From an optimization exercise on the open Yosys and OpenROAD flow, aimed at small area and a short achievable clock period; shortcuts taken in it are not production practice.
Function was checked by simulation only, so behaviour that the tests miss may differ from the original.
The flow treats the clock pin as an ideal source, which a real chip does not have.
Power is estimated from default activity; no workload was simulated.

**flow/config.mk**
```make
export PLATFORM = sky130hd
export DESIGN_NAME = user_logic
export DESIGN_NICKNAME = user_logic
export VERILOG_FILES = /design/flow/design.v
export SDC_FILE = /design/flow/constraint.sdc
export NUM_CORES = 4
export LEC_CHECK = 0
export CAP_MARGIN = 20
export CORE_MARGIN = 2
export CORE_UTILIZATION = 40
export CTS_BUF_LIST = sky130_fd_sc_hd__clkbuf_16
export CTS_CLUSTER_DIAMETER = 80
export CTS_CLUSTER_SIZE = 20
export SETUP_SLACK_MARGIN = 4.5
export SLEW_MARGIN = 20
export TNS_END_PERCENT = 0
```
**flow/constraint.sdc**
```tcl
create_clock -name core_clock -period 10.0 [get_ports {Bus2IP_Clk}]
set_input_delay 2.0000 -clock core_clock [delete_from_list [all_inputs] [get_ports {Bus2IP_Clk}]]
set_output_delay 2.0000 -clock core_clock [all_outputs]
set_load 0.01 [all_outputs]
```
**flow/design.v**
```verilog
module acc_step_gen(
    input clk,
    input reset,
    input [31:0] dt_val,
    input [31:0] steps_val,
    input load,
    output reg [31:0] steps,
    output reg [31:0] dt,
    output reg stopped,
    output step_stb,
    output done,
    output last
    );
reg [31:0] dt_limit;
reg [31:0] steps_limit;
reg        dt_one;		 
reg        dt_hit;		 
reg        st_hit;		 
wire dt_val_one = (dt_val == 32'd1);
wire steps_val_one = (steps_val == 32'd1);
wire [31:0] dt_inc, steps_inc;
inc_split i_dt (.a(dt), .s(dt_inc));
inc_split i_steps (.a(steps), .s(steps_inc));
wire [30:0] dt_h, steps_h;
inc31_split i_dt2 (.a(dt[31:1]), .s(dt_h));
inc31_split i_steps2 (.a(steps[31:1]), .s(steps_h));
wire [31:0] dt_inc2 = {dt_h, dt[0]};
wire [31:0] steps_inc2 = {steps_h, steps[0]};
always @(posedge clk)
	begin
		if (load)
			begin
				dt_limit <= dt_val;
				steps_limit <= steps_val;
				dt_one <= dt_val_one;
			end
		if (load)
			begin
				dt_hit <= dt_val_one;
				st_hit <= steps_val_one;
			end
		else if (dt_hit)
			begin
				dt_hit <= dt_one;
				st_hit <= (steps_inc2 == steps_limit);
			end
		else
			dt_hit <= (dt_inc2 == dt_limit);
	end
assign step_stb = ~stopped & dt_hit;
assign last = dt_hit & st_hit;
assign done = step_stb & st_hit;
always @(posedge clk)
	begin
		if (reset | load | stopped)
			begin
				dt <= 0;
				steps <= 0;
			end
		else if (dt_hit)
			begin
				dt <= 0;
				steps <= steps_inc;
			end
		else
			dt <= dt_inc;
		stopped <= reset | (~load & (stopped | last));
	end
endmodule
module inc31_split (
    input [30:0] a,
    output [30:0] s
    );
reg [31:0] c;
integer i;
always @(*)
	begin
		c[0] = 1'b1;
		for (i = 0; i < 31; i = i + 1)
			c[i+1] = (i == 15) ? &a[15:0] : (a[i] & c[i]);
	end
assign s = a ^ c[30:0];
endmodule
module acc_profile_gen(
    input clk,
    input reset,
    input acc_step,
    input load,
    input set_x,
    input set_v,
    input set_a,
    input set_j,
    input [63:0] x_val,
    input [31:0] v_val,
    input [31:0] a_val,
    input [31:0] j_val,
    input [5:0] step_bit,
    output reg [63:0] x,
    output reg [31:0] v,
    output reg [31:0] a,
    output reg [31:0] j,
    output reg step,
    output reg dir
);
wire [31:0] xl_sum;
wire [31:0] xl_c;	 
wire        c32;
add_bk #(.N(32)) add_x (.a(x[31:0]), .b(v), .s(xl_sum), .c(xl_c), .co(c32));
wire [31:0] xh = x[63:32];
wire        inc = c32 & ~v[31];
wire        dec = ~c32 & v[31];
reg  [31:0] ones, zeros;	 
integer i;
always @(*)
	for (i = 0; i < 32; i = i + 1)
		begin
			ones[i] = &(xh | ({32{1'b1}} << i));
			zeros[i] = ~|(xh & ~({32{1'b1}} << i));
		end
wire [31:0] xh_inc = xh ^ ones;
wire [31:0] xh_dec = xh ^ zeros;
wire [31:0] xh_acc = inc ? xh_inc : (dec ? xh_dec : xh);
wire [63:0] x_acc = {xh_acc, xl_sum};
wire [4:0] sb = step_bit[4:0];
wire v_sb = v[sb];
wire c_sb = xl_c[sb];
wire chg_lo = v_sb ^ c_sb;
wire one_sb = ones[sb];
wire zero_sb = zeros[sb];
wire chg_hi = (inc & one_sb) | (dec & zero_sb);
wire chg = step_bit[5] ? chg_hi : chg_lo;
wire [31:0] va_sum, aj_sum;
add_bk #(.N(32)) add_v (.a(v), .b(a), .s(va_sum), .c(), .co());
add_bk #(.N(32)) add_a (.a(a), .b(j), .s(aj_sum), .c(), .co());
wire ld_x = load & set_x;
wire v_pos = ~v[31] & (|v[30:0]);
always @(posedge clk)
	begin
		if (reset)
			x <= 0;
		else if (ld_x)
			x <= x_val;
		else
			x <= x_acc;
		if (reset)
			v <= 0;
		else if (load)
			begin
				if (set_v)
					v <= v_val;
			end
		else if (acc_step)
			v <= va_sum;
		if (reset)
			a <= 0;
		else if (load)
			begin
				if (set_a)
					a <= a_val;
			end
		else if (acc_step)
			a <= aj_sum;
		if (reset)
			j <= 0;
		else if (load & set_j)
			j <= j_val;
		step <= ~reset & ~ld_x & chg;
		if (reset | ld_x)
			dir <= 0;
		else if (chg)
			dir <= v_pos;
	end
endmodule
module add_bk #(parameter N = 32) (
    input [N-1:0] a,
    input [N-1:0] b,
    output [N-1:0] s,
    output [N-1:0] c,
    output co
    );
wire [N-1:0] p = a ^ b;
reg [N-1:0] G, P;
integer lv, k, d;
always @(*)
	begin
		G = a & b;
		P = p;
		for (d = 1; d < N; d = d * 2)
			for (k = 2*d - 1; k < N; k = k + 2*d)
				begin
					G[k] = G[k] | (P[k] & G[k-d]);
					P[k] = P[k] & P[k-d];
				end
		for (d = N/4; d >= 1; d = d / 2)
			for (k = 3*d - 1; k < N; k = k + 2*d)
				begin
					G[k] = G[k] | (P[k] & G[k-d]);
					P[k] = P[k] & P[k-d];
				end
	end
assign c = {G[N-2:0], 1'b0};
assign s = p ^ c;
assign co = G[N-1];
endmodule
module motor_step_gen(
    input clk,
    input reset,
    input [31:0] pre_n,
    input [31:0] pulse_n,
    input [31:0] post_n,
    input step_stb,
    input step_dir,
    output reg step,
    output reg dir,
    output reg missed
    );
reg [31:0] cnt;
wire idle = (cnt == 0);
wire lt_pre, lt_pulse, lt_post;
lt_cmp c_pre (.a(cnt), .b(pre_n), .lt(lt_pre));
lt_cmp c_pulse (.a(cnt), .b(pulse_n), .lt(lt_pulse));
lt_cmp c_post (.a(cnt), .b(post_n), .lt(lt_post));
wire [31:0] cnt_inc;
inc_split c_inc (.a(cnt), .s(cnt_inc));
always @(posedge clk)
	begin
		if (reset)
			cnt <= 0;
		else if (idle)
			cnt <= {31'd0, step_stb};
		else if (lt_pre | lt_pulse | lt_post)
			cnt <= cnt_inc;
		else
			cnt <= 0;
		if (reset)
			dir <= 0;
		else if (idle & step_stb)
			dir <= step_dir;
		step <= ~reset & ~idle & ~lt_pre & lt_pulse;
		missed <= ~reset & ~idle & step_stb;
	end
endmodule
module lt_cmp (
    input [31:0] a,
    input [31:0] b,
    output lt
    );
reg c;
integer i;
always @(*)
	begin
		c = 1'b0;
		for (i = 0; i < 32; i = i + 1)
			c = (~a[i] & b[i]) | (~a[i] & c) | (b[i] & c);
	end
assign lt = c;
endmodule
module inc_split (
    input [31:0] a,
    output [31:0] s
    );
reg [32:0] c;
integer i;
always @(*)
	begin
		c[0] = 1'b1;
		for (i = 0; i < 32; i = i + 1)
			c[i+1] = (i == 15) ? &a[15:0] : (a[i] & c[i]);
	end
assign s = a ^ c[31:0];
endmodule
module bus_reg(
    input clk,
    input [3:0] en,
    input [31:0] wd,
    output reg [31:0] q
    );
always @(posedge clk)
	begin
		if (en[0]) q[7:0] <= wd[7:0];
		if (en[1]) q[15:8] <= wd[15:8];
		if (en[2]) q[23:16] <= wd[23:16];
		if (en[3]) q[31:24] <= wd[31:24];
	end
endmodule
module user_logic
(
  S_Dir,
  S_Step,
  S_Enable,
  E_Min,
  E_Max,
  E_Probe,
  A_Step,
  A_Load,
  Bus2IP_Clk,
  Bus2IP_Reset,
  Bus2IP_Addr,
  Bus2IP_CS,
  Bus2IP_RNW,
  Bus2IP_Data,
  Bus2IP_BE,
  Bus2IP_RdCE,
  Bus2IP_WrCE,
  IP2Bus_Data,
  IP2Bus_RdAck,
  IP2Bus_WrAck,
  IP2Bus_Error,
  IP2Bus_IntrEvent
);
parameter C_SLV_AWIDTH                   = 32;
parameter C_SLV_DWIDTH                   = 32;
parameter C_NUM_REG                      = 32;
parameter C_NUM_MEM                      = 1;
parameter C_NUM_INTR                     = 4;
output S_Dir;
output S_Step;
output S_Enable;
input  E_Min;
input  E_Max;
input  E_Probe;
input  A_Step;
input  A_Load;
input                                     Bus2IP_Clk;
input                                     Bus2IP_Reset;
input      [0 : C_SLV_AWIDTH-1]           Bus2IP_Addr;
input      [0 : C_NUM_MEM-1]              Bus2IP_CS;
input                                     Bus2IP_RNW;
input      [C_SLV_DWIDTH-1:0]             Bus2IP_Data;
input      [0 : C_SLV_DWIDTH/8-1]         Bus2IP_BE;
input      [0 : C_NUM_REG-1]              Bus2IP_RdCE;
input      [0 : C_NUM_REG-1]              Bus2IP_WrCE;
output reg [C_SLV_DWIDTH-1:0]             IP2Bus_Data;
output                                    IP2Bus_RdAck;
output                                    IP2Bus_WrAck;
output                                    IP2Bus_Error;
output     [0 : C_NUM_INTR-1]             IP2Bus_IntrEvent;
  wire clk = Bus2IP_Clk;
  wire rst = Bus2IP_Reset;
  wire [31:0] wd = rst ? 32'd0 : Bus2IP_Data;
  wire [3:0]  be = {Bus2IP_BE[3], Bus2IP_BE[2], Bus2IP_BE[1], Bus2IP_BE[0]};
  wire [3:0]  rst4 = {4{rst}};
  wire [31:0] reg_cmd;
  wire [31:0] reg_next_xl, reg_next_xh, reg_next_v, reg_next_a, reg_next_j;
  wire [31:0] reg_next_dt, reg_next_steps;
  wire [31:0] reg_pre_n, reg_pulse_n, reg_post_n, reg_step_bit;
  wire [31:0] reg_stop_delay, reg_probe_delay;
  reg  [31:0] stat_missed_steps;
  wire [63:0] stat_x;
  wire [31:0] stat_v, stat_a, stat_j, stat_dt, stat_steps;
  wire        stopped, done, last, acc_step_stb, load;
  wire        step_stb, step_dir, missed;
  wire        wr_cmd = Bus2IP_WrCE[0];
  wire [31:0] wd_cmd = (rst | ~wr_cmd) ? 32'd0 : Bus2IP_Data;
  wire [3:0]  en_cmd = rst4 | ({4{wr_cmd}} & be) | {4{~wr_cmd & load}};
  bus_reg r_cmd   (.clk(clk), .en(en_cmd), .wd(wd_cmd), .q(reg_cmd));
  bus_reg r_xl    (.clk(clk), .en(rst4 | ({4{Bus2IP_WrCE[1]}}  & be)), .wd(wd), .q(reg_next_xl));
  bus_reg r_xh    (.clk(clk), .en(rst4 | ({4{Bus2IP_WrCE[2]}}  & be)), .wd(wd), .q(reg_next_xh));
  bus_reg r_v     (.clk(clk), .en(rst4 | ({4{Bus2IP_WrCE[3]}}  & be)), .wd(wd), .q(reg_next_v));
  bus_reg r_a     (.clk(clk), .en(rst4 | ({4{Bus2IP_WrCE[4]}}  & be)), .wd(wd), .q(reg_next_a));
  bus_reg r_j     (.clk(clk), .en(rst4 | ({4{Bus2IP_WrCE[5]}}  & be)), .wd(wd), .q(reg_next_j));
  bus_reg r_dt    (.clk(clk), .en(rst4 | ({4{Bus2IP_WrCE[6]}}  & be)), .wd(wd), .q(reg_next_dt));
  bus_reg r_steps (.clk(clk), .en(rst4 | ({4{Bus2IP_WrCE[7]}}  & be)), .wd(wd), .q(reg_next_steps));
  bus_reg r_pre   (.clk(clk), .en(rst4 | ({4{Bus2IP_WrCE[8]}}  & be)), .wd(wd), .q(reg_pre_n));
  bus_reg r_pulse (.clk(clk), .en(rst4 | ({4{Bus2IP_WrCE[9]}}  & be)), .wd(wd), .q(reg_pulse_n));
  bus_reg r_post  (.clk(clk), .en(rst4 | ({4{Bus2IP_WrCE[10]}} & be)), .wd(wd), .q(reg_post_n));
  bus_reg r_sbit  (.clk(clk), .en(rst4 | ({4{Bus2IP_WrCE[11]}} & be)), .wd(wd), .q(reg_step_bit));
  bus_reg r_stopd (.clk(clk), .en(rst4 | ({4{Bus2IP_WrCE[27]}} & be)), .wd(wd), .q(reg_stop_delay));
  bus_reg r_probd (.clk(clk), .en(rst4 | ({4{Bus2IP_WrCE[28]}} & be)), .wd(wd), .q(reg_probe_delay));
  wire [31:0] missed_inc;
  inc_split i_missed (.a(stat_missed_steps), .s(missed_inc));
  always @(posedge clk)
    if (rst | Bus2IP_WrCE[26])
      stat_missed_steps <= 0;
    else if (missed)
      stat_missed_steps <= missed_inc;
  wire [0:31] rd = Bus2IP_RdCE;
  always @(*)
    IP2Bus_Data = ({32{rd[0]}}  & reg_cmd)
                | ({32{rd[1]}}  & reg_next_xl)
                | ({32{rd[2]}}  & reg_next_xh)
                | ({32{rd[3]}}  & reg_next_v)
                | ({32{rd[4]}}  & reg_next_a)
                | ({32{rd[5]}}  & reg_next_j)
                | ({32{rd[6]}}  & reg_next_dt)
                | ({32{rd[7]}}  & reg_next_steps)
                | ({32{rd[8]}}  & reg_pre_n)
                | ({32{rd[9]}}  & reg_pulse_n)
                | ({32{rd[10]}} & reg_post_n)
                | ({32{rd[11]}} & reg_step_bit)
                | ({32{rd[12]}} & stat_x[31:0])
                | ({32{rd[13]}} & stat_x[63:32])
                | ({32{rd[14]}} & stat_v)
                | ({32{rd[15]}} & stat_a)
                | ({32{rd[16]}} & stat_j)
                | ({32{rd[17]}} & stat_dt)
                | ({32{rd[18]}} & stat_steps)
                | {31'd0, rd[19] & stopped}
                | ({32{rd[26]}} & stat_missed_steps)
                | ({32{rd[27]}} & reg_stop_delay)
                | ({32{rd[28]}} & reg_probe_delay);
  assign IP2Bus_WrAck = |Bus2IP_WrCE;
  assign IP2Bus_RdAck = |Bus2IP_RdCE;
  assign IP2Bus_Error = 1'b0;
  assign IP2Bus_IntrEvent = 4'd0;
  assign load = reg_cmd[0] & (stopped | last);
  assign S_Enable = ~reg_step_bit[31];
  acc_step_gen acc_step_gen (
    .clk(clk),
    .reset(rst),
    .dt_val(reg_next_dt),
    .steps_val(reg_next_steps),
    .load(load),
    .steps(stat_steps),
    .dt(stat_dt),
    .stopped(stopped),
    .step_stb(acc_step_stb),
    .done(done),
    .last(last)
    );
  acc_profile_gen acc_profile_gen (
    .clk(clk),
    .reset(rst),
    .acc_step(acc_step_stb),
    .load(load),
    .set_x(reg_cmd[1]),
    .set_v(reg_cmd[2]),
    .set_a(reg_cmd[3]),
    .set_j(reg_cmd[4]),
    .x_val({reg_next_xh, reg_next_xl}),
    .v_val(reg_next_v),
    .a_val(reg_next_a),
    .j_val(reg_next_j),
    .step_bit(reg_step_bit[5:0]),
    .x(stat_x),
    .v(stat_v),
    .a(stat_a),
    .j(stat_j),
    .step(step_stb),
    .dir(step_dir)
    );
  motor_step_gen motor_step_gen (
    .clk(clk),
    .reset(rst),
    .pre_n(reg_pre_n),
    .pulse_n(reg_pulse_n),
    .post_n(reg_post_n),
    .step_stb(step_stb),
    .step_dir(step_dir),
    .step(S_Step),
    .dir(S_Dir),
    .missed(missed)
    );
endmodule
```
**flow/run.sh**
```bash
#!/bin/bash
# synth_recipe.tcl (not shown) runs the flow's synth.tcl, then flattens the netlist and writes it again
# the make line also repeats each setting of config.mk as NAME=value (left out here)
make -C /OpenROAD-flow-scripts/flow DESIGN_CONFIG=/design/flow/config.mk WORK_HOME=/design/flow/orfs CLKGATE_MAP_FILE= SYNTH_SCRIPT=/design/flow/synth_recipe.tcl finish
```
==> results of run 1 <==
cells by family (layout without fill, tap and decap cells):
logic type / count (synthesis) / in the layout / synth area share
AND/OR/NAND/NOR: 1111 / 1111 / 0.1284
AO/OA/AOI/OAI: 948 / 948 / 0.1647
flip-flops: 809 / 809 / 0.5158
adder cells (fa/ha/maj): 334 / 334 / 0.1083
buffers and inverters: 318 / 437 / 0.02970
XOR/XNOR: 146 / 146 / 0.03091
multiplexers: 78 / 78 / 0.02220
other: 1 / 14 / 0.00009063
worst max-delay path, delay by kind of cell:
kind,cells,cell delay (ps)
simple gates,1,550
compound gates,1,590
buf+inv,3,760
Yosys cell counts, drive strengths merged (12+ instances only):
library cell | instances | area share
nand3 | 89 | 0.011
nand2 | 376 | 0.034
ha | 262 | 0.079
o21a | 13 | 0.0024
a22o | 71 | 0.015
clkbuf | 192 | 0.017
fa | 48 | 0.023
maj3 | 24 | 0.0058
a211oi | 39 | 0.0071
nor2b | 51 | 0.0077
and2 | 69 | 0.010
a31oi | 16 | 0.0024
a311oi | 33 | 0.0070
buf | 46 | 0.0050
xnor2 | 131 | 0.028
nor3 | 35 | 0.0044
a21oi | 169 | 0.020
a22oi | 236 | 0.043
a21o | 86 | 0.016
nor2 | 248 | 0.023
a221oi | 69 | 0.015
and3 | 14 | 0.0021
nand2b | 31 | 0.0047
nor4 | 63 | 0.0095
nand4 | 80 | 0.012
o211ai | 39 | 0.0071
xor2 | 15 | 0.0032
edfxtp | 514 | 0.37
mux2i | 67 | 0.016
or3 | 14 | 0.0021
o21ai | 72 | 0.0087
dfxtp | 295 | 0.14
o22ai | 12 | 0.0018
inv | 79 | 0.0072
repair_timing:
| action | in CTS | in global routing |
|---|---|---|
| gates resized for setup | 185 | 5 |
| hold endpoints to repair | 0 | 0 |
| endpoints found under the setup margin | 34 | 48 |
| cloned | 9 | 1 |
| pin swaps | 20 | 8 |
| buffers inserted | 42 | 4 |
layer usage:
layer  vias to the layer above  share of wire
met5                         -        0.00079
met4                        22          0.068
met3                       583           0.14
met2                      2542           0.42
met1                     16850           0.37
li1                      14360              -
worst min path at each step:
stage / startpoint / endpoint / slack (ps) / depth (start not counted)
after floorplan: acc_profile_gen.dir / acc_profile_gen.dir / 440 / 2
after global placement: acc_profile_gen.j[1] / acc_profile_gen.j[1] / 460 / 2
after detailed placement: acc_profile_gen.j[1] / acc_profile_gen.j[1] / 470 / 2
after CTS: acc_profile_gen.step / motor_step_gen.missed / 480 / 1
after global routing: acc_profile_gen.step / motor_step_gen.missed / 490 / 1
final: acc_profile_gen.j[9] / acc_profile_gen.j[9] / 480 / 2
power groups by stage:
stage	sequential, mW	clock (mW)	combinational [mW]
global placement	4.18	0	1.02
global route	4.14	2.28	1.19
CTS	4.11	2.17	1.09
detailed placement	4.18	0	1.03
finish	4.13	2.18	1.14
floorplan	4.03	0	0.628
layout by cell type, fill, tap and decap left out, types with 14 or more instances in the layout:
cell type        instances
edfxtp_1               514
nand2_1                375
dfxtp_1                293
ha_1                   262
nor2_1                 240
a22oi_1                232
a21oi_1                168
xnor2_1                131
inv_1                  105
buf_4                  100
nand3_1                 89
a21o_1                  86
nand4_1                 80
o21ai_0                 72
and2_1                  68
clkdlybuf4s50_1         68
a22o_1                  67
mux2i_1                 67
nor4_1                  62
clkbuf_16               53
a221oi_1                50
fa_1                    48
nor2b_1                 47
a211oi_1                39
o211ai_1                39
nor3_1                  34
dlygate4sd2_1           34
a311oi_1                33
nand2b_1                30
maj3_1                  24
buf_2                   20
buf_12                  20
a221oi_2                18
a31oi_1                 16
xor2_1                  15
and3_1                  14
or3_1                   14
final cells by class:
class	instances	share of cell area
antenna	9	0.0004822
clock buffer	52	0.02786
multi-input combinational	2622	0.4083
clock inverter	38	0.004206
sequential	809	0.4570
inverter	80	0.006483
tap	1368	0.03665
timing repair buffer	267	0.05902
metrics by stage:
step	cell area, um^2	std cells	util	setup slack [ps]	hold slack (ps)
after floorplan	41390	3749	-	4897	438.7
after global placement	44040	5089	0.4310	3383	456.6
after detailed placement	44050	5090	0.4311	3416	470.9
after CTS	46600	5231	0.4561	4209	482.2
after global routing	46690	5239	0.4569	4058	494.3
final	46700	5245	0.4571	4053	482.4
==> results.cfg, run 1 <==
[timing]
slew_headroom = 0.2041
fin_skew_ps = 31.62
maxSlewViolCount = 0
period_minus_slack_ps = 5947
finalSetupViolCount = 0
fin_crit_sh = 0.5947
finalSetupTns_ps = 0
final_hold_viol_count = 0
tightestPinTransition_ps = 1194
rsz0062_at_grt = true
max_freq_ghz = 0.1682

[global_routing]
grt_pass1_wl_mm = 248.6
antenna_found_initial = 20
grt_util_met3 = 0.1004
overflow = 0
track_usage = 0.3309
grt_use_met1 = 0.4314
grt_pass1_vias = 32390
grt_max_degree = 161
top_usage_layer = met2
grt_use_met2 = 0.4889

[layout]
largest_reg_flops = 64
regMostFlops = acc_profile_gen.x
regArea_um2 = 21340
drive_gt1_frac = 0.07601
final.fill_count = 9647
multi_input_area_um2 = 19070
syn2layout_area_growth_pct = 12.87
final_nets = 4280

[yosys]
dominantRegCellSynth = edfxtp_1
ys_warn_count = 9
ys_seq_area_frac = 0.5158
syn-cell-area_um2 = 41380
synth_edf_count = 514
synth_cell_types = 76
async_flop_share = 0
synth-seq-cells = 809
syn_inst = 3745
syn_area_per_cell_um2 = 11.05

[power]
power.total_mw = 7.445
power_density_nw_per_um2 = 159.4
power.internal_mw = 5.186
vdd_drop_max_mv = 0.1250
seqPwrFrac = 0.554
sw_frac_of_total = 0.3034
comb_power_share = 0.153
power_switching_mw = 2.259
p_leak_nw = 18.04
p_clk_frac = 0.293

[clocking]
clock-sinks = 809
insertion_delay_ps = 670
cts_root_buf = clkbuf_16
postCtsHoldBufs = 0
path_clk_slew_ps = 80
cts.htree.levels = 2
cts_tree = done
clockBufferDepth = 3
numCtsBuffers = 49

[floorplan]
die-area_um2 = 106000
chipWidth_um = 325.6
fp.dieH_um = 325.6
start_util = 0.4049
pin_count = 183
num_rows = 117
core_area_um2 = 102200

[setup_path]
timing.rr.start = acc_profile_gen.a[2]
worstPathRequired_ps = 8000
critPathKind = in -> out
cpPeakStageDelay_ps = 590
crit_path_cell_trace = buf_4, buf_12, a22oi_1, nand4_1, buf_2
r2r_slack_ps = 4370
cp_max_fo = 20
endpoint = IP2Bus_Data[16]
critPathLaunch = Bus2IP_RdCE[18]
cpMaxStageDelayCell = a22oi_1
crit_arrival_ps = 3950
r2r-end = acc_profile_gen.a[31]
crit_path_end_kind = primary output
reg2reg_depth = 18
startpoint_type = input pin

[drt]
drt-total-wl_mm = 180.8
post_drt_wl_per_cell_um = 34.47
viasPerCell = 6.550
num_vias = 34350
route.detailed.drc = 0
dr.pass1.iters = 7
ant_nets = 0
drtIter0Drc = 5512

[place]
post-dp-hpwl_mm = 121.5
io_buffer_count = 138
gp_congestion = 0.9801

[status]
outcome = no timing/DRC/antenna violations

[min_path]
min_path_type = reg -> reg

[flow_run]
cap_violations = 0
==> inputs of run 2 (changes only) <==
==> flow/flow/run.sh (new file) <==
#!/bin/bash
# Standard layout, with the read path's ports constrained to one edge before
# pin placement.
set -euo pipefail
echo "export PRE_IO_PLACEMENT_TCL = $PWD/flow/io.tcl" >> config.mk
bash standard.sh > standard_flow.log 2>&1
==> flow/flow/io.tcl (new file) <==
# Keep the read path's ports (RdCE in, data and RdAck out) together on the top edge.
set grp {}
foreach p [get_ports {IP2Bus_Data* Bus2IP_RdCE* IP2Bus_RdAck}] { lappend grp [get_full_name $p] }
set_io_pin_constraint -pin_names $grp -region top:*
==> flow/standard.sh (new file) <==
#!/bin/bash
# synth_recipe.tcl (not shown) runs the flow's synth.tcl, then flattens the netlist and writes it again
# the make line also repeats each setting of config.mk as NAME=value (left out here)
make -C /OpenROAD-flow-scripts/flow DESIGN_CONFIG=/design/flow/config.mk WORK_HOME=/design/flow/orfs CLKGATE_MAP_FILE= SYNTH_SCRIPT=/design/flow/synth_recipe.tcl "${@:-finish}"
--- a/flow/config.mk
+++ b/flow/config.mk
@@ -14,3 +14,4 @@
 export SETUP_SLACK_MARGIN = 4.5
 export SLEW_MARGIN = 20
 export TNS_END_PERCENT = 0
+export PRE_IO_PLACEMENT_TCL = /design/flow/flow/io.tcl
removed: flow/run.sh
==> run 2 against run 1 <==
  * Sequential share of layout area is 0.32 points higher
  * Cell area down 0.70%
  * Cell count is 0.71% lower
  * Hold slack improved by 2.4 ps
  * Maximum frequency grew 0.82%
  * Combinational power about the same
  * Clock skew decreased by 2.0 ps
  * Critical endpoint is now IP2Bus_Data[0]
==> results.cfg, run 2 <==
[status]
outcome = no timing/DRC/antenna violations

[yosys]
synth_commonest_cells = 514 x edfxtp_1, 376 x nand2_1, 295 x dfxtp_1
yosysMostFrequentCell = edfxtp_1
syn-cell-area_um2 = 41380
netlist_top_cells_area = edfxtp_1 37%, dfxtp_1 14%, ha_1 7.9%, a22oi_1 4.3%, nand2_1 3.4%
synth_edf_count = 514
synth_top_cell_by_area = edfxtp_1
ys_warn_count = 9
syn_area_per_cell_um2 = 11.05
synth_cell_types = 76
async_flop_share = 0
syn_inst = 3745
ys_seq_area_frac = 0.5158
dominantRegCellSynth = edfxtp_1
synth_top_area_share = 0.3730
synth-seq-cells = 809

[drt]
ant_nets = 0
drtIter0Drc = 5352
drt-total-wl_mm = 180.6
dr.pass1.iters = 7
viasPerCell = 6.550
route.detailed.drc = 0
post_drt_wl_per_cell_um = 34.68
num_vias = 34110

[clocking]
postCtsHoldBufs = 0
clockBufferDepth = 3
path_clk_slew_ps = 80
cts_root_buf = clkbuf_16
insertion_delay_ps = 650
cts.htree.levels = 2
cts_tree = done
clock-sinks = 809
numCtsBuffers = 48

[timing]
maxSlewViolCount = 0
tightestPinTransition_ps = 1226
period_minus_slack_ps = 5899
fin_crit_sh = 0.5899
finalSetupViolCount = 0
finalSetupTns_ps = 0
max_freq_ghz = 0.1695
fin_skew_ps = 29.65
hold_slack_ps = 484.8
final_hold_viol_count = 0
slew_headroom = 0.1808
rsz0062_at_grt = true

[power]
p_leak_nw = 17.86
power.total_mw = 7.377
vdd_drop_max_mv = 0.1395
power_density_nw_per_um2 = 159.1

[global_routing]
grt_max_degree = 138
overflow = 0
grt_pass1_wl_mm = 248.5
track_usage = 0.3317
antenna_found_initial = 8
grt_pass1_vias = 32060

[floorplan]
num_rows = 117
pin_count = 183
die-area_um2 = 106000
start_util = 0.4049
core_area_um2 = 102200
fp.dieH_um = 325.6
chipWidth_um = 325.6

[layout]
layout_commonest_cell = edfxtp_1
stdcell_count = 5208
final_nets = 4247
drive_gt1_frac = 0.07618
most-common-layout-cells = 514 x edfxtp_1, 374 x nand2_1, 293 x dfxtp_1
syn2layout_area_growth_pct = 12.08
regMostFlops = acc_profile_gen.x
largest_reg_flops = 64

[setup_path]
timing.rr.start = acc_profile_gen.a[2]
critPathKind = in -> out
reg2reg_depth = 18
critPathLaunch = Bus2IP_RdCE[4]
endpoint = IP2Bus_Data[0]
cp_max_fo = 11
crit_path_end_kind = primary output
startpoint_type = input pin
r2r_slack_ps = 4360
worstPathRequired_ps = 8000
cpPeakStageDelay_ps = 390
crit_arrival_ps = 3900
cpMaxStageDelayCell = nand4_1
crit_path_cell_trace = buf_6, buf_12, a22o_1, a221oi_4, nand3_1, nor2_1, nand4_1, buf_2
r2r-end = acc_profile_gen.a[31]

[place]
gp_congestion = 1.009
io_buffer_count = 138
dpl.cell_count = 5095
post-dp-hpwl_mm = 127.8

[min_path]
min_path_type = reg -> reg

[flow_run]
cap_violations = 0
[run 2: cell counts after synthesis]
No cell type changed its count.
[run 2: kinds of logic after synthesis]
logic type	share of synthesized area
buffers and inverters	0.02970
other	0.00009063
muxes	0.02220
adders and majority gates	0.1083
xor gates and xnor gates	0.03091
AOI/OAI and AO/OA	0.1647
DFF	0.5158
and+or+nand+nor	0.1284
[run 2: final cells by class]
class,count,area [um^2]
Multi-Input combinational cell,2622,19140
Tap cell,1368,1712
Antenna cell,7,17.52
Timing Repair Buffer,235,2445
Clock buffer,49,1226
Inverter,80,302.8
Clock inverter,38,193.9
Sequential cell,809,21340
Fill cell,9712,55800
[run 2: what timing repair did]
| item | in CTS | in global routing |
|---|---|---|
| endpoints found under the setup margin | 39 | 58 |
| gates cloned | 8 | 0 |
| pin swaps | 29 | 6 |
| resized for setup | 240 | 32 |
| buffers inserted | 11 | 0 |
[run 2: critical path, delay by kind of cell]
| kind | cells | cell delay [ps] |
|---|---|---|
| simple gates | 3 | 640 |
| buf+inv | 3 | 660 |
| compound gates | 2 | 570 |
[run 2: power breakdown]
group / total [mW] / switching [mW] / internal, mW
Sequential: 4.12 / 0.286 / 3.84
Clock: 2.12 / 1.20 / 0.925
Combinational: 1.13 / 0.747 / 0.386
[run 2: through the flow]
stage          instance area, um^2  utilization  setup slack (ps)
6_report                     46380       0.4539              4101
5_1_grt                      46360       0.4537              4200
4_1_cts                      46310       0.4532              4207
3_5_place_dp                 44100       0.4316              3389
3_3_place_gp                 44090       0.4315              3376
2_1_floorplan                41390            -              4897
[run 2: worst min path at each step]
stage,cells after the start,to,start
2_1_floorplan,2,acc_profile_gen.dir,acc_profile_gen.dir
3_3_place_gp,0,acc_step_gen.dt_limit[29],r_dt.q[29]
3_5_place_dp,0,acc_step_gen.dt_limit[18],r_dt.q[18]
4_1_cts,2,acc_profile_gen.j[23],acc_profile_gen.j[23]
5_1_grt,2,acc_profile_gen.j[23],acc_profile_gen.j[23]
6_report,2,acc_profile_gen.j[23],acc_profile_gen.j[23]
[run 2: layer usage]
layer	vias up	share of wire	wire (um)	global-route usage
met2	2485	0.42	76640	0.4938
met5	-	0.000072	13	0
met4	2	0.083	15050	0.2227
li1	14290	-	-	-
met1	16810	0.36	65810	0.4225
met3	534	0.13	23090	0.08915
==> inputs of run 3 (changes only) <==
==> flow/flow/run.sh (replaced) <==
#!/bin/bash
# Standard layout, with the read path's ports constrained to one edge before
# pin placement, and the read-data output buffers moved next to their drivers
# after CTS (then legalized and timing-repaired).
set -euo pipefail
echo "export PRE_IO_PLACEMENT_TCL = $PWD/flow/io.tcl" >> config.mk
echo "export POST_CTS_TCL = $PWD/flow/post_cts.tcl" >> config.mk
bash standard.sh > standard_flow.log 2>&1
==> flow/flow/post_cts.tcl (new file) <==
# Move each read-data output buffer next to the gate that drives it, so the
# buffer (not the gate) drives the long wire to the pin.
set block [ord::get_db_block]
foreach port [get_ports {IP2Bus_Data* IP2Bus_RdAck IP2Bus_WrAck}] {
  set net [get_nets [get_full_name $port]]
  foreach bp [get_pins -of_objects $net -filter "direction==output"] {
    set buf [get_cells -of_objects $bp]
    set bi [$block findInst [get_full_name $buf]]
    foreach ip [get_pins -of_objects $buf -filter "direction==input"] {
      set n2 [get_nets -of_objects $ip]
      foreach dp [get_pins -of_objects $n2 -filter "direction==output"] {
        set di [$block findInst [get_full_name [get_cells -of_objects $dp]]]
        set dl [$di getLocation]
        $bi setLocation [lindex $dl 0] [lindex $dl 1]
      }
    }
  }
}
detailed_placement
check_placement -verbose
estimate_parasitics -placement
repair_timing -setup -setup_margin 4.5 -repair_tns 0 -verbose
detailed_placement
check_placement -verbose
--- a/flow/config.mk
+++ b/flow/config.mk
@@ -15,3 +15,4 @@
 export SLEW_MARGIN = 20
 export TNS_END_PERCENT = 0
 export PRE_IO_PLACEMENT_TCL = /design/flow/flow/io.tcl
+export POST_CTS_TCL = /design/flow/flow/post_cts.tcl
==> run 3 against run 2 <==
  * Still clean
  * Via count about the same
  * Cell area barely moved
  * Core utilization about the same
  * Synthesized cell count unchanged
  * Worst setup slack improved by 130 ps
  * Global-route usage increased by 0.067 points
  * Clock power is essentially flat
  * Sequential cell count is the same
  * Register-to-register slack barely moved
  * Count of clock-buffer cells in the layout is the same
  * Cell count is essentially flat
  * Critical path type unchanged
  * Largest cell class unchanged
  * Largest power group unchanged
==> results.cfg, run 3 <==
[status]
outcome = no timing/DRC/antenna violations

[drt]
num_vias = 34090
ant_nets = 0
drtIter0Drc = 5571
dr.pass1.iters = 6
route.detailed.drc = 0
post_drt_wl_per_cell_um = 34.71
drt-total-wl_mm = 180.7
viasPerCell = 6.548

[place]
io_buffer_count = 138
place_area_um2 = 44100
post-dp-hpwl_mm = 127.8
gp_congestion = 1.009

[layout]
layout_commonest_cell = edfxtp_1
final_nets = 4247
final.fill_count = 9709
fin_area_um2 = 46330
syn2layout_area_growth_pct = 11.98
regMostFlops = acc_profile_gen.x
most-common-layout-cells = 514 x edfxtp_1, 374 x nand2_1, 293 x dfxtp_1
largest_reg_flops = 64
drive_gt1_frac = 0.07279

[global_routing]
grt_pass1_vias = 32130
overflow = 0
track_usage = 0.3323
antenna_found_initial = 6
grt_pass1_wl_mm = 249.1
grt_max_degree = 138

[setup_path]
critPathKind = in -> out
cp_max_fo = 15
path_buf_inv = 3
timing.rr.start = acc_profile_gen.a[2]
r2r-end = acc_profile_gen.a[31]
cpMaxStageDelayCell = dlygate4sd2_1
reg2reg_depth = 18
cpPeakStageDelay_ps = 370
critPathTopFamily = buffers and inverters
crit_path_cell_trace = buf_4, buf_4, a22o_1, a221oi_1, nand3_1, nor2_1, nand4_1, dlygate4sd2_1
crit_arrival_ps = 3770
worst-path-stages = 8
crit_path_end_kind = primary output
startpoint_type = input pin
critPathLaunch = Bus2IP_RdCE[12]
crit_path_frequent_cell = buf_4
worstPathRequired_ps = 8000
r2r_slack_ps = 4370
endpoint = IP2Bus_Data[21]

[yosys]
ys_warn_count = 9
netlist_top_cells_area = edfxtp_1 37%, dfxtp_1 14%, ha_1 7.9%, a22oi_1 4.3%, nand2_1 3.4%
yosysMostFrequentCell = edfxtp_1
ys_seq_area_frac = 0.5158
synth_cell_types = 76
synth_top_area_share = 0.3730
syn_inst = 3745
async_flop_share = 0
dominantRegCellSynth = edfxtp_1
synth_top_cell_by_area = edfxtp_1
synth_commonest_cells = 514 x edfxtp_1, 376 x nand2_1, 295 x dfxtp_1
syn_area_per_cell_um2 = 11.05
syn-cell-area_um2 = 41380
synth_edf_count = 514
synth-seq-cells = 809

[clocking]
clock-sinks = 809
insertion_delay_ps = 650
cts_tree = done
path_clk_slew_ps = 80

[timing]
rsz0062_at_grt = true
fin_skew_ps = 30.05
tightestPinTransition_ps = 1242
finalSetupViolCount = 0
slew_headroom = 0.1702
final_hold_viol_count = 0
period_minus_slack_ps = 5772
fin_crit_sh = 0.5772
maxSlewViolCount = 0
finalSetupTns_ps = 0
max_freq_ghz = 0.1732

[floorplan]
chipWidth_um = 325.6
die-area_um2 = 106000
fp.dieH_um = 325.6
num_rows = 117
core_area_um2 = 102200
pin_count = 183
start_util = 0.4049

[power]
vdd_drop_max_mv = 0.1386
seqPwrFrac = 0.559
p_clk_frac = 0.288
power_density_nw_per_um2 = 159.1
comb_power_share = 0.153
power.internal_mw = 5.146
p_leak_nw = 17.85
sw_frac_of_total = 0.3018
power_switching_mw = 2.225

[min_path]
min_path_type = reg -> reg

[flow_run]
cap_violations = 0
-- run 3: worst min-delay path, stage by stage (launching register included) --
cell and delay, ps:
dfxtp_1 330, nand2_1 60, a21oi_1 50
-- run 3: layout make-up --
| type | count | area (um^2) | area share |
|---|---|---|---|
| diodes | 5 | 12.51 | 0.0002701 |
| well taps | 1368 | 1712 | 0.03694 |
| flip-flops and latches | 809 | 21340 | 0.4607 |
| multi-input cells | 2622 | 19070 | 0.4117 |
| clock buffers | 49 | 1226 | 0.02647 |
| repair buffers | 235 | 2467 | 0.05325 |
| clock inverters | 38 | 193.9 | 0.004186 |
| inverters | 80 | 302.8 | 0.006535 |
-- run 3: worst min path at each step --
stage                                from                        end  depth (start not counted)
global placement               r_dt.q[29]  acc_step_gen.dt_limit[29]                          0
floorplan             acc_profile_gen.dir        acc_profile_gen.dir                          2
detailed placement             r_dt.q[18]  acc_step_gen.dt_limit[18]                          0
global route        acc_profile_gen.j[23]      acc_profile_gen.j[23]                          2
finish              acc_profile_gen.j[23]      acc_profile_gen.j[23]                          2
-- run 3: power by group through the flow --
stage          Sequential, mW  Clock, mW  Combinational [mW]
6_report                 4.12       2.12                1.13
5_1_grt                  4.14       2.23                1.18
2_1_floorplan            4.03          0               0.628
3_3_place_gp             4.17          0                1.03
3_5_place_dp             4.18          0                1.03
-- run 3: through the flow --
step	cells	power, mW	utilization	worst slack [ps]	hold WS, ps
6_report	5206	7.371	0.4534	4228	483.4
5_1_grt	5201	7.541	0.4533	4203	502.2
3_5_place_dp	5095	5.210	0.4316	3389	466.5
3_3_place_gp	5095	5.202	0.4315	3376	458.2
2_1_floorplan	3749	4.657	-	4897	438.7
-- run 3: cells by family (layout without fill, tap and decap cells) --
| group | after synthesis | count (layout) | share of synthesized area |
|---|---|---|---|
| simple gates | 1111 | 1111 | 0.1284 |
| xor+xnor | 146 | 146 | 0.03091 |
| other cells | 1 | 10 | 0.00009063 |
| mux | 78 | 78 | 0.02220 |
| flops | 809 | 809 | 0.5158 |
| buf+inv | 318 | 402 | 0.02970 |
| compound gates | 948 | 948 | 0.1647 |
| fa+ha+maj | 334 | 334 | 0.1083 |
-- run 3: routing by layer --
layer  wire length (um)  part of all wire  up-vias  GRT usage
li1                   -                 -    14290          -
met1              65380              0.36    16690     0.4235
met2              76860              0.43     2551     0.4946
met3              23760              0.13      560    0.08970
met4              14690             0.081        0     0.2226
met5                  0                 0        -          0
==> inputs of run 4 (changes only) <==
==> flow/flow/run.sh (replaced) <==
#!/bin/bash
# Standard layout, with: the read path's ports constrained to one edge before
# pin placement; plain buffers (not delay cells) as the port buffers; and the
# read-data output buffers moved next to their drivers after CTS (then
# legalized and timing-repaired).
set -euo pipefail
echo "export PRE_IO_PLACEMENT_TCL = $PWD/flow/io.tcl" >> config.mk
echo "export POST_CTS_TCL = $PWD/flow/post_cts.tcl" >> config.mk
echo "export BUFFER_PORTS_ARGS = -buffer_cell sky130_fd_sc_hd__buf_4" >> config.mk
bash standard.sh > standard_flow.log 2>&1
--- a/flow/config.mk
+++ b/flow/config.mk
@@ -16,3 +16,4 @@
 export TNS_END_PERCENT = 0
 export PRE_IO_PLACEMENT_TCL = /design/flow/flow/io.tcl
 export POST_CTS_TCL = /design/flow/flow/post_cts.tcl
+export BUFFER_PORTS_ARGS = -buffer_cell sky130_fd_sc_hd__buf_4
==> run 4 against run 3 <==
  * Synthesized cell count unchanged
  * Sequential cell count stayed put
  * Combinational power hardly changed
  * Die area did not move
  * Critical path type is now reg -> reg
  * Highest routed layer is now met5
==> results.cfg, run 4 <==
[setup_path]
cpMaxStageDelayCell = a2111oi_0
cpPeakStageDelay_ps = 730
path_buf_inv = 1
crit_arrival_ps = 6140
crit_path_end_kind = register
worstPathRequired_ps = 10490
crit_path_frequent_cell = maj3_1
critPathTopFamily = compound AO/OA/AOI/OAI gates
crit_path_cell_trace = nor2b_1, maj3_1, maj3_1, maj3_1, a211o_1, a21oi_1, a21oi_1, a2111oi_0, o21ai_0, a21oi_2, buf_4, nor4_1
cp_max_fo = 20
critPathKind = reg -> reg
startpoint_type = register

[place]
io_buffer_count = 138
pre_cts_ws_ps = 3775
gp_congestion = 0.9885
post-dp-hpwl_mm = 125.8

[yosys]
synth_cell_types = 76
syn_area_per_cell_um2 = 11.05
synth-seq-cells = 809
ys_warn_count = 9
netlist_top_cells_area = edfxtp_1 37%, dfxtp_1 14%, ha_1 7.9%, a22oi_1 4.3%, nand2_1 3.4%
syn-cell-area_um2 = 41380
async_flop_share = 0
synth_top_area_share = 0.3730
synth_commonest_cells = 514 x edfxtp_1, 376 x nand2_1, 295 x dfxtp_1
dominantRegCellSynth = edfxtp_1
synth_edf_count = 514
ys_seq_area_frac = 0.5158
yosysMostFrequentCell = edfxtp_1
synth_top_cell_by_area = edfxtp_1
syn_inst = 3745

[global_routing]
grt_pass1_vias = 31910
grt_max_degree = 95
overflow = 0
grt_pass1_wl_mm = 248.7
track_usage = 0.3303
antenna_found_initial = 10

[timing]
period_minus_slack_ps = 5645
fin_crit_sh = 0.5645
slew_headroom = 0.1670
maxSlewViolCount = 0
tightestPinTransition_ps = 1250
setup_slack_ps = 4355
finalSetupViolCount = 0
final_hold_viol_count = 0
finalSetupTns_ps = 0
max_freq_ghz = 0.1771
fin_skew_ps = 30.71
rsz0062_at_grt = true

[layout]
syn2layout_area_growth_pct = 11.02
regMostFlops = acc_profile_gen.x
most-common-layout-cells = 514 x edfxtp_1, 374 x nand2_1, 293 x dfxtp_1
final_nets = 4244
drive_gt1_frac = 0.09347
largest_reg_flops = 64
layout_commonest_cell = edfxtp_1

[drt]
drtIter0Drc = 5285
num_vias = 34240
viasPerCell = 6.581
post_drt_wl_per_cell_um = 34.56
drt-total-wl_mm = 179.8
route.detailed.drc = 0
dr.pass1.iters = 9
ant_nets = 0

[floorplan]
core_area_um2 = 102200
num_rows = 117
start_util = 0.4049
chipWidth_um = 325.6
fp.dieH_um = 325.6
pin_count = 183
die-area_um2 = 106000

[clocking]
cts_tree = done
path_clk_slew_ps = 90
clock-sinks = 809
insertion_delay_ps = 650

[power]
comb_power_share = 0.152
p_clk_frac = 0.284
seqPwrFrac = 0.564
p_leak_nw = 17.85
power_density_nw_per_um2 = 159.2
power.total_mw = 7.315
sw_frac_of_total = 0.3022
vdd_drop_max_mv = 0.1737
power.internal_mw = 5.104
power_switching_mw = 2.211

[min_path]
min_path_type = reg -> reg

[status]
outcome = no timing/DRC/antenna violations

[flow_run]
cap_violations = 0
## run 4: changes by cell type in the layout (fill, tap and decap cells not counted), moves of 3 or more
cell | previous run | this run
buf_2 | 18 | 0
bufbuf_16 | 7 | 3
dlygate4sd2_1 | 13 | 0
buf_12 | 19 | 13
nor4_2 | 3 | 0
nor4_1 | 60 | 63
buf_4 | 72 | 196
buf_6 | 18 | 13
clkdlybuf4s15_2 | 7 | 0
clkdlybuf4s50_1 | 68 | 0
clkbuf_2 | 4 | 0
## run 4: tightest hold or removal path, delay by kind of cell (launching register included)
kind	cells	cell delay (ps)
flops	1	320
simple gates	1	50
mux	1	50
## run 4: final timing paths
check	slack, ps	to	depth (start not counted)	startpoint
worst max register to register	4350	motor_step_gen.cnt[15]	12	motor_step_gen.cnt[0]
worst max-delay path	4350	motor_step_gen.cnt[15]	12	motor_step_gen.cnt[0]
worst min-delay path	470	acc_profile_gen.dir	2	acc_profile_gen.dir
worst min register to register	470	acc_profile_gen.dir	2	acc_profile_gen.dir
## run 4: stage by stage
step | hold WS (ps) | area, um^2 | std cells | util
final | 472.3 | 45940 | 5203 | 0.4496
after global placement | 451.4 | 43810 | 5090 | 0.4288
after detailed placement | 455.3 | 43810 | 5090 | 0.4288
after global routing | 494.5 | 45930 | 5200 | 0.4495
after floorplan | 438.7 | 41390 | 3749 | -
## run 4: cells by family after synthesis
kind of cell	Yosys count	synth area share
other	1	0.00009063
muxes	78	0.02220
and+or+nand+nor	1111	0.1284
buffers and inverters	318	0.02970
xor gates and xnor gates	146	0.03091
adders and majority gates	334	0.1083
AOI/OAI and AO/OA	948	0.1647
DFF	809	0.5158
## run 4: final cells by class
| cell class | count | area, um^2 |
|---|---|---|
| Clock buffer | 49 | 1226 |
| Fill cell | 9660 | 56250 |
| Multi-Input combinational cell | 2622 | 19050 |
| Tap cell | 1368 | 1712 |
| Clock inverter | 37 | 152.6 |
| Timing Repair Buffer | 233 | 2133 |
| Sequential cell | 809 | 21340 |
| Inverter | 80 | 302.8 |
| Antenna cell | 5 | 12.51 |
## run 4: power by group through the flow
| stage | logic, mW | registers [mW] | clock network, mW |
|---|---|---|---|
| floorplan | 0.628 | 4.03 | 0 |
| global placement | 1.01 | 4.18 | 0 |
| detailed placement | 1.02 | 4.18 | 0 |
| global route | 1.16 | 4.14 | 2.17 |
| finish | 1.11 | 4.13 | 2.08 |
## run 4: layer usage
layer	share of wire	vias to the layer above	track usage
li1	-	14270	-
met1	0.36	16720	0.4183
met2	0.42	2639	0.4928
met3	0.13	595	0.09615
met4	0.082	12	0.2137
met5	0.00046	-	0
==> inputs of run 5 (changes only) <==
--- a/flow/config.mk
+++ b/flow/config.mk
@@ -9,8 +9,8 @@
 export CORE_MARGIN = 2
 export CORE_UTILIZATION = 40
 export CTS_BUF_LIST = sky130_fd_sc_hd__clkbuf_16
-export CTS_CLUSTER_DIAMETER = 80
-export CTS_CLUSTER_SIZE = 20
+export CTS_CLUSTER_DIAMETER = 90
+export CTS_CLUSTER_SIZE = 25
 export SETUP_SLACK_MARGIN = 4.5
 export SLEW_MARGIN = 20
 export TNS_END_PERCENT = 0
==> run 5 against run 4 <==
  * Still clean on timing, DRC and antenna
  * Maximum frequency decreased by 0.73%
  * Register-to-register slack worse by 30 ps
  * Wire length rose by 0.11%
  * Cell area shrank 0.59%
  * Clock skew up 5.1 ps
  * Sequential cell count unchanged
  * Via count up 0.21%
  * Sequential power barely moved
  * Global-route usage barely moved
  * First-iteration DRC count grew 4.0%
  * Critical path depth fell by 4
  * Area after synthesis is the same
  * Critical endpoint is now IP2Bus_Data[21]
  * Largest cell class unchanged
==> results.cfg, run 5 <==
[yosys]
yosysMostFrequentCell = edfxtp_1
synth_commonest_cells = 514 x edfxtp_1, 376 x nand2_1, 295 x dfxtp_1
ys_seq_area_frac = 0.5158
synth_simple_gate_area_frac = 0.1284
async_flop_share = 0
netlist_top_cells_area = edfxtp_1 37%, dfxtp_1 14%, ha_1 7.9%, a22oi_1 4.3%, nand2_1 3.4%
synth_compound_area_frac = 0.1647
synthXorXnorAreaFrac = 0.03091
synth_edf_count = 514
dominantRegCellSynth = edfxtp_1
syn-cell-area_um2 = 41380
syn_inst = 3745
synth_cell_types = 76
synthAdderAreaFrac = 0.1083
syn_area_per_cell_um2 = 11.05
ys_warn_count = 9
synth_top_area_share = 0.3730
synth-seq-cells = 809
synth_top_family_by_area = compound AO/OA/AOI/OAI gates
synthMuxAreaShare = 0.02220
synth_top_cell_by_area = edfxtp_1

[clocking]
path_clk_slew_ps = 110
clock-sinks = 809
cts_tree = done
insertion_delay_ps = 630

[setup_path]
cp_max_fo = 20
crit_arrival_ps = 3690
reg2reg_depth = 12
startpoint_type = input pin
crit_path_end_kind = primary output
worstPathRequired_ps = 8000
critPathKind = in -> out

[floorplan]
chipWidth_um = 325.6
num_rows = 117
fp.dieH_um = 325.6
start_util = 0.4049
die-area_um2 = 106000
pin_count = 183
core_area_um2 = 102200

[global_routing]
grt_pass1_wl_mm = 248.5
overflow = 0
grt_pass1_vias = 31800
grt_max_degree = 95
antenna_found_initial = 12
track_usage = 0.3299

[place]
post-dp-hpwl_mm = 125.8
gp_congestion = 0.9885
io_buffer_count = 138

[drt]
viasPerCell = 6.618
route.detailed.drc = 0
dr.pass1.iters = 8
post_drt_wl_per_cell_um = 34.72
drt-total-wl_mm = 180.0
ant_nets = 0
num_vias = 34310
drtIter0Drc = 5497

[layout]
most-common-layout-cells = 514 x edfxtp_1, 374 x nand2_1, 293 x dfxtp_1
syn2layout_area_growth_pct = 10.36
regArea_um2 = 21340
finalCoreUtilization = 0.4469
regMostFlops = acc_profile_gen.x
final_nets = 4236
drive_gt1_frac = 0.09127
final.fill_count = 9697
layout_commonest_cell = edfxtp_1
largest_reg_flops = 64
multi_input_area_um2 = 19040

[timing]
slew_headroom = 0.1673
finalSetupTns_ps = 0
rsz0062_at_grt = true
max_freq_ghz = 0.1758
period_minus_slack_ps = 5687
fin_crit_sh = 0.5687
finalSetupViolCount = 0
fin_skew_ps = 35.81
maxSlewViolCount = 0
tightestPinTransition_ps = 1247
final_hold_viol_count = 0

[power]
p_leak_nw = 17.68
vdd_drop_max_mv = 0.1213
power_density_nw_per_um2 = 155.9
power.total_mw = 7.120

[flow_run]
cap_violations = 0

[status]
outcome = no timing/DRC/antenna violations

[min_path]
min_path_type = reg -> reg
min_path_cells = 2
[run 5: critical path: stages]
cell	delay, ps
buf_4	230
buf_4	320
a22o_1	270
a221oi_1	290
nand3_1	130
nor2_1	130
nand4_1	100
buf_4	190
[run 5: routing by layer]
| metal | track usage | vias up | part of all wire |
|---|---|---|---|
| met2 | 0.4918 | 2647 | 0.42 |
| met1 | 0.4233 | 16800 | 0.36 |
| met5 | 0 | - | 0.00053 |
| li1 | - | 14250 | - |
| met4 | 0.2152 | 14 | 0.082 |
| met3 | 0.08702 | 602 | 0.13 |
[run 5: logic make-up (layout without fill, tap and decap cells)]
| group | Yosys count | in the layout |
|---|---|---|
| fa+ha+maj | 334 | 334 |
| other cells | 1 | 9 |
| compound gates | 948 | 948 |
| flops | 809 | 809 |
| mux | 78 | 78 |
| buf+inv | 318 | 382 |
| xor+xnor | 146 | 146 |
| simple gates | 1111 | 1111 |
[run 5: layout make-up]
class | count | area share
inverter | 80 | 0.006631
clock inverter | 30 | 0.003206
clock buffer | 39 | 0.02137
timing repair buffer | 233 | 0.04664
antenna | 4 | 0.0002192
multi-input combinational | 2622 | 0.4171
tap | 1368 | 0.03748
sequential | 809 | 0.4674
[run 5: power breakdown]
part / leakage, nW / total (mW) / internal, mW / switching (mW)
Combinational: 9.50 / 1.11 / 0.374 / 0.737
Sequential: 7.56 / 4.13 / 3.84 / 0.292
Clock: 0.624 / 1.88 / 0.730 / 1.15
Total: 17.7 / 7.12 / 4.94 / 2.18
[run 5: path summary, 6_finish.rpt]
kind	startpoint	end	slack [ps]
max	Bus2IP_RdCE[12]	IP2Bus_Data[21]	4310
min	acc_profile_gen.dir	acc_profile_gen.dir	470
max reg2reg	motor_step_gen.cnt[0]	motor_step_gen.cnt[15]	4320
min reg2reg	acc_profile_gen.dir	acc_profile_gen.dir	470
[run 5: through the flow]
step                area [um^2]  hold slack (ps)  cells  setup WS (ps)
floorplan                 41390            438.7   3749           4897
global placement          43810            451.4   5090           3765
detailed placement        43810            455.3   5090           3775
global route              45650            497.0   5181           4249
finish                    45660            474.8   5185           4313

[afterwards: timing with drivers on the ports]
In the flow no input, the clock included, has a driving cell. The finished layouts below were timed again as built, in two steps. Step 1 sets driving cells, clkbuf_16 on the clock port and buf_2 on the other inputs (assumed; they add their load-dependent delay and slew). Step 2 moves the port delays by t, midway between the first and last clock arrival at a register: inputs arrive t later, outputs are due t later. That takes back most of the time a late clock gives input paths. Three values: ideal ports, drivers, drivers and shift; two values: the first two.
run | t, ns | setup WS [ns] | worst register clock-pin slew, ns | cell pins on the clock port's net
run 1 | 0.719 | 4.053 / 4.031 / 4.031 | 0.10 / 0.10 | 1
run 2 | 0.701 | 4.101 / 4.066 / 4.066 | 0.10 / 0.10 | 1
run 3 | 0.708 | 4.228 / 4.201 / 4.201 | 0.10 / 0.10 | 1
run 4 | 0.712 | 4.355 / 4.334 / 4.334 | 0.10 / 0.10 | 1
run 5 | 0.689 | 4.313 / 4.280 / 4.280 | 0.12 / 0.12 | 1
After both steps every run listed still meets setup and hold. The setup slack of run 2, which loses most, moves by -0.035 ns with the drivers and by -0.035 ns with both steps.
